Source: an optimization exercise on an open RTL-to-GDS flow (aim: small area, a short achievable clock period and few clock cycles per item). Production flows keep margins and buffers that such runs may drop. The RTL was checked by simulation tests, not by an equivalence proof against the original design.

Design imc, start of the top module:
module imc
  #(parameter INPUT_W = 16,
    parameter OUTPUT_W = 16)
(
    input  logic                   clk,
    input  logic                   rst_n,
    input  logic                   start,
    input  logic [INPUT_W-1:0]     aIn,
    input  logic [INPUT_W-1:0]     bIn,
    input  logic [INPUT_W-1:0]     cIn,
    input  logic [INPUT_W-1:0]     dIn,
    output logic                   ready,
    output logic [OUTPUT_W-1:0]    aOut,
    output logic [OUTPUT_W-1:0]    bOut,
    output logic [OUTPUT_W-1:0]    cOut,
    output logic [OUTPUT_W-1:0]    dOut,
    output logic                   aOut_sign,
    output logic                   bOut_sign,
    output logic                   cOut_sign,
    output logic                   dOut_sign
);
==> flow/config.mk <==
export PLATFORM = sky130hd
export DESIGN_NAME = imc
export DESIGN_NICKNAME = imc
export VERILOG_FILES = /design/flow/design.v
export SDC_FILE = /design/flow/constraint.sdc
export NUM_CORES = 4
export LEC_CHECK = 0
export CAP_MARGIN = 20
export CORE_MARGIN = 2
export CORE_UTILIZATION = 60
export GPL_ROUTABILITY_DRIVEN = 0
export PLACE_DENSITY = 0.75
export SETUP_SLACK_MARGIN = 3
export SLEW_MARGIN = 20
export SYNTH_HIERARCHICAL = 1
==> flow/constraint.sdc <==
create_clock -name core_clock -period 11.0 [get_ports {clk}]
set_input_delay 2.2000 -clock core_clock [delete_from_list [all_inputs] [get_ports {clk}]]
set_output_delay 2.2000 -clock core_clock [all_outputs]
set_load 0.01 [all_outputs]
standard.sh (not shown) runs the stock make flow with config.mk's settings and CLKGATE_MAP_FILE= SYNTH_SCRIPT=/design/flow/synth_recipe.tcl, a recipe that flattens the netlist after the stock synthesis.
==> flow/flow/run.sh <==
#!/bin/bash
# The standard layout (the standard.sh, all ORFS steps from synthesis
# to finish), except that buffer_ports puts a buf_2 on every input and
# output port instead of the cell it picks on its own (a slow delay cell,
# clkdlybuf4s50_1). Timing repair still resizes port buffers as it needs.
# make's output goes to flow_make.log; ORFS keeps each step's log under
# orfs/logs.
set -euo pipefail
bash standard.sh "BUFFER_PORTS_ARGS=-buffer_cell sky130_fd_sc_hd__buf_2" finish > flow_make.log 2>&1
The starting point completed without violations.
Testbench counts at the start, summed over its fixed seeds: cycles 3,200, items 3,200.
Change:
GPL_ROUTABILITY_DRIVEN = unset   (was 0)
SETUP_SLACK_MARGIN = 3.2   (was 3)
Effect:
- The new run completed without violations
- routed wire length rose by 4.0%
- final cell count came out higher by 1.2%
- area after synthesis does not change
- via count goes up by 2.9%
- global-route usage goes up by 0.33 points
- worst setup slack is better by 0.076 ns
- fmax came out higher by 0.97%
- hold slack barely changes

rev 12:
imc, a different RTL version from the one above (not shown whole).
For scale: ~21000 µm² of cells after synthesis.
==> flow/config.mk <==
export PLATFORM = sky130hd
export DESIGN_NAME = imc
export DESIGN_NICKNAME = imc
export VERILOG_FILES = /design/flow/design.v
export SDC_FILE = /design/flow/constraint.sdc
export NUM_CORES = 4
export LEC_CHECK = 0
export CAP_MARGIN = 20
export CORE_MARGIN = 2
export CORE_UTILIZATION = 60
export SETUP_SLACK_MARGIN = 3
export SLEW_MARGIN = 20
export SYNTH_HIERARCHICAL = 1
==> flow/constraint.sdc <==
create_clock -name core_clock -period 11.0 [get_ports {clk}]
set_input_delay 2.2000 -clock core_clock [delete_from_list [all_inputs] [get_ports {clk}]]
set_output_delay 2.2000 -clock core_clock [all_outputs]
set_load 0.01 [all_outputs]
==> flow/flow/run.sh <==
#!/bin/bash
# The standard layout (the standard.sh, all ORFS steps from synthesis
# to finish), except that buffer_ports puts a buf_1 on every input and
# output port instead of the cell it picks on its own (a slow delay cell,
# clkdlybuf4s50_1). Timing repair still resizes port buffers as it needs.
# make's output goes to flow_make.log; ORFS keeps each step's log under
# orfs/logs.
set -euo pipefail
bash standard.sh "BUFFER_PORTS_ARGS=-buffer_cell sky130_fd_sc_hd__buf_1" finish > flow_make.log 2>&1
Rev 12 reached the end of the flow, and the finished layout is clean on the timing, DRC and antenna checks.
Testbench counts of rev 12, summed over its fixed seeds: cycles 3,200, items 3,200.
Relative to rev 12, the following input files were edited for rev 13:
--- a/flow/flow/run.sh
+++ b/flow/flow/run.sh
@@ -3 +3 @@
-# to finish), except that buffer_ports puts a buf_1 on every input and
+# to finish), except that buffer_ports puts a buf_2 on every input and
@@ -9 +9 @@
-bash standard.sh "BUFFER_PORTS_ARGS=-buffer_cell sky130_fd_sc_hd__buf_1" finish > flow_make.log 2>&1
+bash standard.sh "BUFFER_PORTS_ARGS=-buffer_cell sky130_fd_sc_hd__buf_2" finish > flow_make.log 2>&1
==> comparison <==
- Critical path depth was lower in rev 13 than in rev 12.
- Number of cells in the finished layout apart from fillers in rev 13 is 1.2% lower than in rev 12
- Summary of rev 13 over rev 12: time the final worst path needs with I/O delays and setup fell by 0.075 ns; design area rose by 71 µm².

imc, a different RTL version from the one above (not shown whole).
Size in the first run: roughly 2400 cells after synthesis, about 69 flip-flops, roughly 140 I/O pins, about 23000 µm² of cells after synthesis.
==> flow/design.v (excerpt) <==
module imc
  #(parameter INPUT_W = 16,
    parameter OUTPUT_W = 16)
(
    input  logic                   clk,
    input  logic                   rst_n,
    input  logic                   start,
    input  logic [INPUT_W-1:0]     aIn,
    input  logic [INPUT_W-1:0]     bIn,
    input  logic [INPUT_W-1:0]     cIn,
    input  logic [INPUT_W-1:0]     dIn,
    output logic                   ready,
    output logic [OUTPUT_W-1:0]    aOut,
    output logic [OUTPUT_W-1:0]    bOut,
    output logic [OUTPUT_W-1:0]    cOut,
    output logic [OUTPUT_W-1:0]    dOut,
    output logic                   aOut_sign,
    output logic                   bOut_sign,
    output logic                   cOut_sign,
    output logic                   dOut_sign
);
export LEC_CHECK = 0
export CAP_MARGIN = 20
export CORE_MARGIN = 2
export CORE_UTILIZATION = 60
export SETUP_SLACK_MARGIN = 3
export SLEW_MARGIN = 20
export SYNTH_HIERARCHICAL = 1
create_clock -name core_clock -period 11.0 [get_ports {clk}]
==> flow/flow/run.sh <==
#!/bin/bash
# The standard layout (the standard.sh, all ORFS steps from synthesis
# to finish), except that buffer_ports puts a buf_2 on every input and
# output port instead of the cell it picks on its own (a slow delay cell,
# clkdlybuf4s50_1). Timing repair still resizes port buffers as it needs.
# make's output goes to flow_make.log; ORFS keeps each step's log under
# orfs/logs.
set -euo pipefail
bash standard.sh "BUFFER_PORTS_ARGS=-buffer_cell sky130_fd_sc_hd__buf_2" finish > flow_make.log 2>&1
Testbench counts at the start, summed over its fixed seeds: cycles 3,200, items 3,200.
Next try:
==> flow/run.sh (new file) <==
#!/bin/bash
# synth_recipe.tcl (not shown) runs the flow's synth.tcl, then flattens the netlist and writes it again
# the make line also repeats each setting of config.mk as NAME=value (left out here)
make -C /OpenROAD-flow-scripts/flow DESIGN_CONFIG=/design/flow/config.mk WORK_HOME=/design/flow/orfs CLKGATE_MAP_FILE= SYNTH_SCRIPT=/design/flow/synth_recipe.tcl finish
- CORE_UTILIZATION: 60 -> 75
removed: flow/flow/run.sh
removed: flow/standard.sh
After rerunning:
- global-route usage increases by 7.9 points
- critical path depth is unchanged
- area after synthesis does not change
- first-iteration DRC count increases by 47%
- routed wire length barely changes
Next try:
- CORE_UTILIZATION: 75 -> 60
- SETUP_SLACK_MARGIN: 3 -> 4
After rerunning: The new run passed the timing, DRC and antenna checks. Global-route usage shrinks by 3.9 points. Worst hold slack got worse by 26 ps. Final area grows by 13%. Wire length grows by 14%. Sequential cell count does not change. Maximum frequency grows by 4.7%. Via count grows by 2.6%.
Next try:
- SETUP_SLACK_MARGIN: 4 -> 5
Result: Wire length increases by 13%. Flip-flop and latch count stays the same.

Another version of the RTL of imc (not shown whole).
Size in the first run: ~2100 cells after synthesis, ~21000 um2 of cells after synthesis.
clock: 11.0 ns
lec_check: 0
cap_margin: 20
core_margin: 2
core_utilization: 60
gpl_routability_driven: 0
setup_slack_margin: 3
slew_margin: 20
synth_hierarchical: 1
==> flow/flow/run.sh <==
#!/bin/bash
# The standard layout (the standard.sh, all ORFS steps from synthesis
# to finish), except that buffer_ports puts a buf_2 on every input and
# output port instead of the cell it picks on its own (a slow delay cell,
# clkdlybuf4s50_1). Timing repair still resizes port buffers as it needs.
# make's output goes to flow_make.log; ORFS keeps each step's log under
# orfs/logs.
set -euo pipefail
bash standard.sh "BUFFER_PORTS_ARGS=-buffer_cell sky130_fd_sc_hd__buf_2" finish > flow_make.log 2>&1
Testbench counts at the start, summed over its fixed seeds: cycles 3,200, items 3,200.
Next try:
GPL_ROUTABILITY_DRIVEN = unset   (was 0)
PLACE_DENSITY = 0.75   (was unset)
Outcome:
- The new run completed without violations
- worst hold slack gains 11 ps
- non-clock buffer count goes down by 8
- via count rises by 2.5%
- wire length shrinks by 3.6%
Next try:
PLACE_DENSITY = unset   (was 0.75)
The new run passed the timing, DRC and antenna checks.
Cell area hardly moves.
Routed wire length rose by 2.6%.
Global-route usage came out higher by 1.6 points.
Via count decreases by 2.7%.
Sequential share of layout area hardly moves.
Non-clock buffer count does not change.

imc, a different RTL version from the one above (not shown whole).
For scale: ~45 flip-flops, roughly 140 I/O pins, ~0.021 mm2 of cells after synthesis.
==> flow/config.mk <==
export PLATFORM = sky130hd
export DESIGN_NAME = imc
export DESIGN_NICKNAME = imc
export VERILOG_FILES = /design/flow/design.v
export SDC_FILE = /design/flow/constraint.sdc
export NUM_CORES = 4
export LEC_CHECK = 0
export CAP_MARGIN = 20
export CORE_MARGIN = 2
export CORE_UTILIZATION = 60
export PLACE_DENSITY = 0.75
export SETUP_SLACK_MARGIN = 3
export SLEW_MARGIN = 20
export SYNTH_HIERARCHICAL = 1
==> flow/constraint.sdc <==
create_clock -name core_clock -period 11.0 [get_ports {clk}]
set_input_delay 2.2000 -clock core_clock [delete_from_list [all_inputs] [get_ports {clk}]]
set_output_delay 2.2000 -clock core_clock [all_outputs]
set_load 0.01 [all_outputs]
Scripts as last shown in full above: flow/flow/run.sh
Testbench counts at the start, summed over its fixed seeds: cycles 3,200, items 3,200.
Change:
Settings changed: PLACE_DENSITY 0.75 to default.
The new run completed without violations. Worst hold slack is worse by 0.015 ns. Final area went up by about 0.6%. Non-clock buffer count goes up by 1. Routed wire length decreases by 0.34%. Sequential share of layout area stays flat.

Another version of the RTL of imc (not shown whole).
Size: ~2300 cells after synthesis, roughly 140 I/O pins.
// imc
module imc
  #(parameter INPUT_W = 16,
    parameter OUTPUT_W = 16)
(
    input  logic                   clk,
    input  logic                   rst_n,
    input  logic                   start,
    input  logic [INPUT_W-1:0]     aIn,
    input  logic [INPUT_W-1:0]     bIn,
    input  logic [INPUT_W-1:0]     cIn,
    input  logic [INPUT_W-1:0]     dIn,
    output logic                   ready,
    output logic [OUTPUT_W-1:0]    aOut,
    output logic [OUTPUT_W-1:0]    bOut,
    output logic [OUTPUT_W-1:0]    cOut,
    output logic [OUTPUT_W-1:0]    dOut,
    output logic                   aOut_sign,
    output logic                   bOut_sign,
    output logic                   cOut_sign,
    output logic                   dOut_sign
);
  logic [16:0] dx, dy;
  logic        cp;
  wire t1, t2;
  fa u_t1 (.a(~(aIn[0] & dIn[13])), .b(~(aIn[1] & dIn[12])), .c(1'b1), .s(t1), .co(t2));
  wire t3, t4;
  fa u_t3 (.a(~(aIn[0] & dIn[14])), .b(~(aIn[1] & dIn[13])), .c(~(aIn[2] & dIn[12])), .s(t3), .co(t4));
  wire t5, t6;
  fa u_t5 (.a(~(aIn[3] & dIn[11])), .b(~(aIn[4] & dIn[10])), .c(1'b1), .s(t5), .co(t6));
  wire t7, t8;
  fa u_t7 (.a(~(aIn[0] & dIn[15])), .b(~(aIn[1] & dIn[14])), .c(~(aIn[2] & dIn[13])), .s(t7), .co(t8));
  wire t9, t10;
  fa u_t9 (.a(~(aIn[3] & dIn[12])), .b(~(aIn[4] & dIn[11])), .c(~(aIn[5] & dIn[10])), .s(t9), .co(t10));
  wire t11, t12;
  fa u_t11 (.a(~(aIn[6] & dIn[9])), .b(~(aIn[7] & dIn[8])), .c(1'b1), .s(t11), .co(t12));
  wire t13, t14;
  fa u_t13 (.a(~(aIn[0] & dIn[9])), .b(~(aIn[1] & dIn[8])), .c(1'b1), .s(t13), .co(t14));
  wire t15, t16;
  fa u_t15 (.a(~(aIn[0] & dIn[10])), .b(~(aIn[1] & dIn[9])), .c(~(aIn[2] & dIn[8])), .s(t15), .co(t16));
  wire t17, t18;
  fa u_t17 (.a(~(aIn[3] & dIn[7])), .b(~(aIn[4] & dIn[6])), .c(1'b1), .s(t17), .co(t18));
  ...
Settings: LEC_CHECK=0, CAP_MARGIN=20, CORE_MARGIN=2, CORE_UTILIZATION=60, SETUP_SLACK_MARGIN=3.5, SLEW_MARGIN=20, SYNTH_HIERARCHICAL=1; clock period 11.0 ns.
Scripts as last shown in full above: flow/flow/run.sh
Testbench counts at the start, summed over its fixed seeds: cycles 3,200, items 3,200.
Edit:
Settings changed: SETUP_SLACK_MARGIN 3.5 to 3.
Outcome: Area after synthesis stays the same. Global-route usage shrinks by 0.74 points. Wire length shrinks by about 9%. Core utilization shrinks by 6.1 points. Worst setup slack got worse by 0.026 ns. Design area shrinks by about 8%. Die area is unchanged. Count of clock-buffer cells in the layout is unchanged.

==> afterwards: timing with drivers on the ports <==
Ports are ideal in the flow. The routed layouts listed here were re-timed in OpenROAD. Step 1 sets driving cells, clkbuf_16 on the clock port and buf_2 on the other inputs (assumed; they add their load-dependent delay and slew). Step 2 adds t to the input delays and takes it off the output delays; t is the mean of the earliest and latest rising clock arrival at the registers after step 1. Input paths then give back, and output paths get back, about the clock's delay inside the block. Slacks: no drivers / after step 1 / after step 2; pairs: no drivers / after step 1.
run | t (ns) | setup WS [ns] | worst hold slack (ns)
the first run of note 1 | 0.330 | 3.112 / 3.130 / 2.800 | 1.671 / 1.655 / 1.985
the second run of note 1 | 0.322 | 3.188 / 3.115 / 2.793 | 1.672 / 1.657 / 1.979
rev 12 | 0.329 | 3.088 / 3.098 / 2.770 | 1.663 / 1.652 / 1.981
rev 13 | 0.316 | 3.163 / 3.167 / 2.851 | 1.674 / 1.667 / 1.983
the first run of note 3 | 0.387 | 3.105 / 3.059 / 2.926 | 1.615 / 1.590 / 1.976
the second run of note 3 | 0.374 | 2.877 / 2.840 / 2.725 | 2.004 / 2.000 / 2.375
the third run of note 3 | 0.396 | 3.244 / 3.194 / 3.505 | 1.977 / 1.962 / 2.358
the fourth run of note 3 | 0.408 | 3.167 / 3.120 / 3.477 | 1.965 / 1.942 / 2.350
the first run of note 4 | 0.332 | 3.005 / 3.014 / 2.682 | 1.668 / 1.646 / 1.978
the second run of note 4 | 0.318 | 3.031 / 3.025 / 2.707 | 1.679 / 1.663 / 1.981
the third run of note 4 | 0.328 | 3.083 / 3.052 / 2.724 | 1.674 / 1.655 / 1.983
the first run of note 5 | 0.324 | 3.131 / 3.080 / 2.757 | 1.688 / 1.670 / 1.993
the second run of note 5 | 0.323 | 3.109 / 3.087 / 2.764 | 1.673 / 1.659 / 1.982
the first run of note 6 | 0.327 | 3.224 / 3.153 / 2.826 | 1.678 / 1.673 / 2.000
the second run of note 6 | 0.337 | 3.198 / 3.172 / 2.854 | 1.662 / 1.648 / 1.984
After both steps setup and hold are still met in every run listed. For the first run of note 6, which loses most, drivers alone change the setup slack by -0.071 ns; drivers and shift together by -0.398 ns.
